What follows belongs to an exercise in optimizing a design on an open flow for small area, a short achievable clock period and few clock cycles; a production flow would make more cautious choices. In this exercise RTL edits were held to simulation tests only and were not proved equivalent to the original.

// conv1_top
module conv1_top #(
    parameter CONV_INPUT_SIZE = 23,
    parameter CONV_OUTPUT_SIZE = 22,
    parameter CONV_OUTPUT_FILTER = 20
)(
    input                     clk,
    input                     rst,
    input                     start,
    output reg         [4: 0] input_addra,
    input  wire signed [15:0] idata,
    output reg  signed [15:0] odata,
    output reg         [4: 0] output_filter,
    output reg         [4: 0] output_addra,
    output reg                done
);
Size in the first run: ~1300 cells after synthesis, ~95 flip-flops, ~51 I/O pins, about 13000 sq um of cells after synthesis.
clock: 30.0 ns
lec_check: 0
cap_margin: 20
cell_pad_in_sites_detail_placement: 1
core_margin: 2
core_utilization: 30
setup_slack_margin: 5
slew_margin: 20
synth_hierarchical: 1
run.sh (not shown) runs the stock make flow with config.mk's settings and CLKGATE_MAP_FILE= SYNTH_SCRIPT=/design/flow/synth_recipe.tcl, a recipe that flattens the netlist after the stock synthesis.
The first run completed with no timing, DRC or antenna violations.
Testbench counts at the start, summed over its fixed seeds: cycles 21,504.
Edit:
==> flow/flow/run.sh (new file) <==
#!/bin/bash
# Standard ORFS layout (the standard.sh), with extra ORFS settings from
# flow/make_args.txt (one NAME=value per line): repair_timing is asked for
# extra setup margin so that it sizes the critical paths for a shorter period
# than the clock's, and the port buffers are plain buffers.
set -uo pipefail
HERE="$(cd "$(dirname "$0")" && pwd)"
ARGS=()
while IFS= read -r line; do
    [[ -n "$line" && "$line" != \#* ]] && ARGS+=("$line")
done < "$HERE/make_args.txt"
bash standard.sh synth > synth.log 2>&1 || exit 1
bash standard.sh "${ARGS[@]}" finish > layout.log 2>&1 || exit 1
==> flow/flow/make_args.txt (new file) <==
SETUP_SLACK_MARGIN=23.1
BUFFER_PORTS_ARGS=-buffer_cell sky130_fd_sc_hd__buf_2
==> flow/standard.sh (new file) <==
#!/bin/bash
# synth_recipe.tcl (not shown) runs the flow's synth.tcl, then flattens the netlist and writes it again
# the make line also repeats each setting of config.mk as NAME=value (left out here)
make -C /OpenROAD-flow-scripts/flow DESIGN_CONFIG=/design/flow/config.mk WORK_HOME=/design/flow/orfs CLKGATE_MAP_FILE= SYNTH_SCRIPT=/design/flow/synth_recipe.tcl "${@:-finish}"
CORE_UTILIZATION = 25   (was 30)
SETUP_SLACK_MARGIN = unset   (was 5)
removed: flow/run.sh
After rerunning: The new run finished clean; sequential share of layout area barely changes; non-clock buffer count is higher by 20; global-route usage is lower by 2.3 points; via count is higher by 0.52%; cell area is higher by 1.9%; worst setup slack improves by 840 ps.
Edit:
==> flow/flow/make_args.txt (replaced) <==
SETUP_SLACK_MARGIN=23.2
BUFFER_PORTS_ARGS=-buffer_cell sky130_fd_sc_hd__buf_2
CORE_UTILIZATION = 30   (was 25)
Outcome: Cell area is lower by about 0.6%. Utilization is higher by 5.9 points. Die area is lower by about 16%. Count of clock-buffer cells in the layout is lower by 1.
Edit:
==> flow/flow/make_args.txt (replaced) <==
SETUP_SLACK_MARGIN=23.1
BUFFER_PORTS_ARGS=-buffer_cell sky130_fd_sc_hd__buf_2
CORE_UTILIZATION = 40   (was 30)
The new run ran to the end with no violations.
Utilization rose by 11 points.
Die area drops by about 25%.
Global-route usage climbs by 7.5 points.
Routed wire length rises by about 0.9%.
Maximum frequency decreases by about 0.56%.
Critical path depth stays the same.
Cell count drops by about 7.5%.

* * *

conv1_top again, from the RTL that the note above started with.
clock: 30.0 ns
lec_check: 0
cap_margin: 20
cell_pad_in_sites_detail_placement: 1
core_margin: 2
core_utilization: 30
cts_buf_list: sky130_fd_sc_hd__clkbuf_8 sky130_fd_sc_hd__clkbuf_16
slew_margin: 20
synth_hierarchical: 1
standard.sh (not shown) runs the stock make flow with config.mk's settings and CLKGATE_MAP_FILE= SYNTH_SCRIPT=/design/flow/synth_recipe.tcl, a recipe that flattens the netlist after the stock synthesis.
==> flow/flow/run.sh <==
#!/bin/bash
# Standard ORFS layout (the standard.sh), with extra ORFS settings from
# flow/make_args.txt (one NAME=value per line): repair_timing is asked for
# extra setup margin so that it sizes the critical paths for a shorter period
# than the clock's, and the port buffers are plain buffers.
set -uo pipefail
HERE="$(cd "$(dirname "$0")" && pwd)"
ARGS=()
while IFS= read -r line; do
    [[ -n "$line" && "$line" != \#* ]] && ARGS+=("$line")
done < "$HERE/make_args.txt"
bash standard.sh synth > synth.log 2>&1 || exit 1
bash standard.sh "${ARGS[@]}" finish > layout.log 2>&1 || exit 1
==> flow/flow/make_args.txt <==
SETUP_SLACK_MARGIN=23.1
BUFFER_PORTS_ARGS=-buffer_cell sky130_fd_sc_hd__buf_2
Testbench counts at the start, summed over its fixed seeds: cycles 21,504.
==> next run, changes <==
--- a/flow/config.mk
+++ b/flow/config.mk
@@ -11,3 +11,3 @@
 export CORE_UTILIZATION = 30
-export CTS_BUF_LIST = sky130_fd_sc_hd__clkbuf_8 sky130_fd_sc_hd__clkbuf_16
+export GPL_ROUTABILITY_DRIVEN = 0
 export SLEW_MARGIN = 20
The new run ran to the end with no violations.
Worst setup slack stays flat.
Non-clock buffer count increases by 5.
Core utilization hardly moves.
Hold slack got worse by 0.013 ns.
First-iteration DRC count increases by 1.6%.
==> next run, changes <==
--- a/flow/config.mk
+++ b/flow/config.mk
@@ -11,3 +11,2 @@
 export CORE_UTILIZATION = 30
-export GPL_ROUTABILITY_DRIVEN = 0
 export SLEW_MARGIN = 20
Result:
- The new run finished with timing, DRC and antenna clean
- sequential share of layout area stays flat
- core utilization stays flat
- cell count barely changes
- synthesized area is unchanged
- fmax hardly moves
- wire length rose by 0.31%
- register-to-register slack improves by 0.04 ns
- final area is about the same
- flip-flop and latch count is unchanged
- hold slack improves by 0.013 ns

re-timing with driven ports:
The results above use ideal ports. As a check the final layouts listed here were re-extracted and re-timed, cells and wires unchanged.
Step 1: set_driving_cell puts a clkbuf_16 on clk and a buf_2 on each other input, an assumption about the parent block.
Step 2 moves the port delays by t, midway between the first and last clock arrival at a register: inputs arrive t later, outputs are due t later. That takes back most of the time a late clock gives input paths.
a / b / c = no drivers / after step 1 / after step 2; a / b = the first two.
run	shift t [ns]	slack for setup (ns)	worst hold slack (ns)	worst setup path at the end	worst register clock-pin slew, ns
the first run of note 1	0.423	22.287 / 22.287 / 22.287	0.502 / 0.502 / 0.502	register to register	0.08 / 0.08
the second run of note 1	0.430	23.131 / 23.085 / 22.916	0.487 / 0.487 / 0.487	input to register	0.08 / 0.08
the third run of note 1	0.423	23.146 / 23.098 / 22.931	0.504 / 0.504 / 0.504	input to register	0.08 / 0.08
the fourth run of note 1	0.433	23.107 / 23.054 / 22.872	0.487 / 0.487 / 0.487	input to register	0.09 / 0.09
the first run of note 2	0.421	23.132 / 23.084 / 22.907	0.500 / 0.500 / 0.500	input to register	0.08 / 0.08
the second run of note 2	0.426	23.132 / 23.082 / 22.955	0.487 / 0.487 / 0.487	input to register	0.08 / 0.08
the third run of note 2	0.421	23.132 / 23.084 / 22.907	0.500 / 0.500 / 0.500	input to register	0.08 / 0.08
After both steps every run listed still meets setup and hold. For the fourth run of note 1, which loses most, drivers alone change the setup slack by -0.053 ns; drivers and shift together by -0.235 ns.
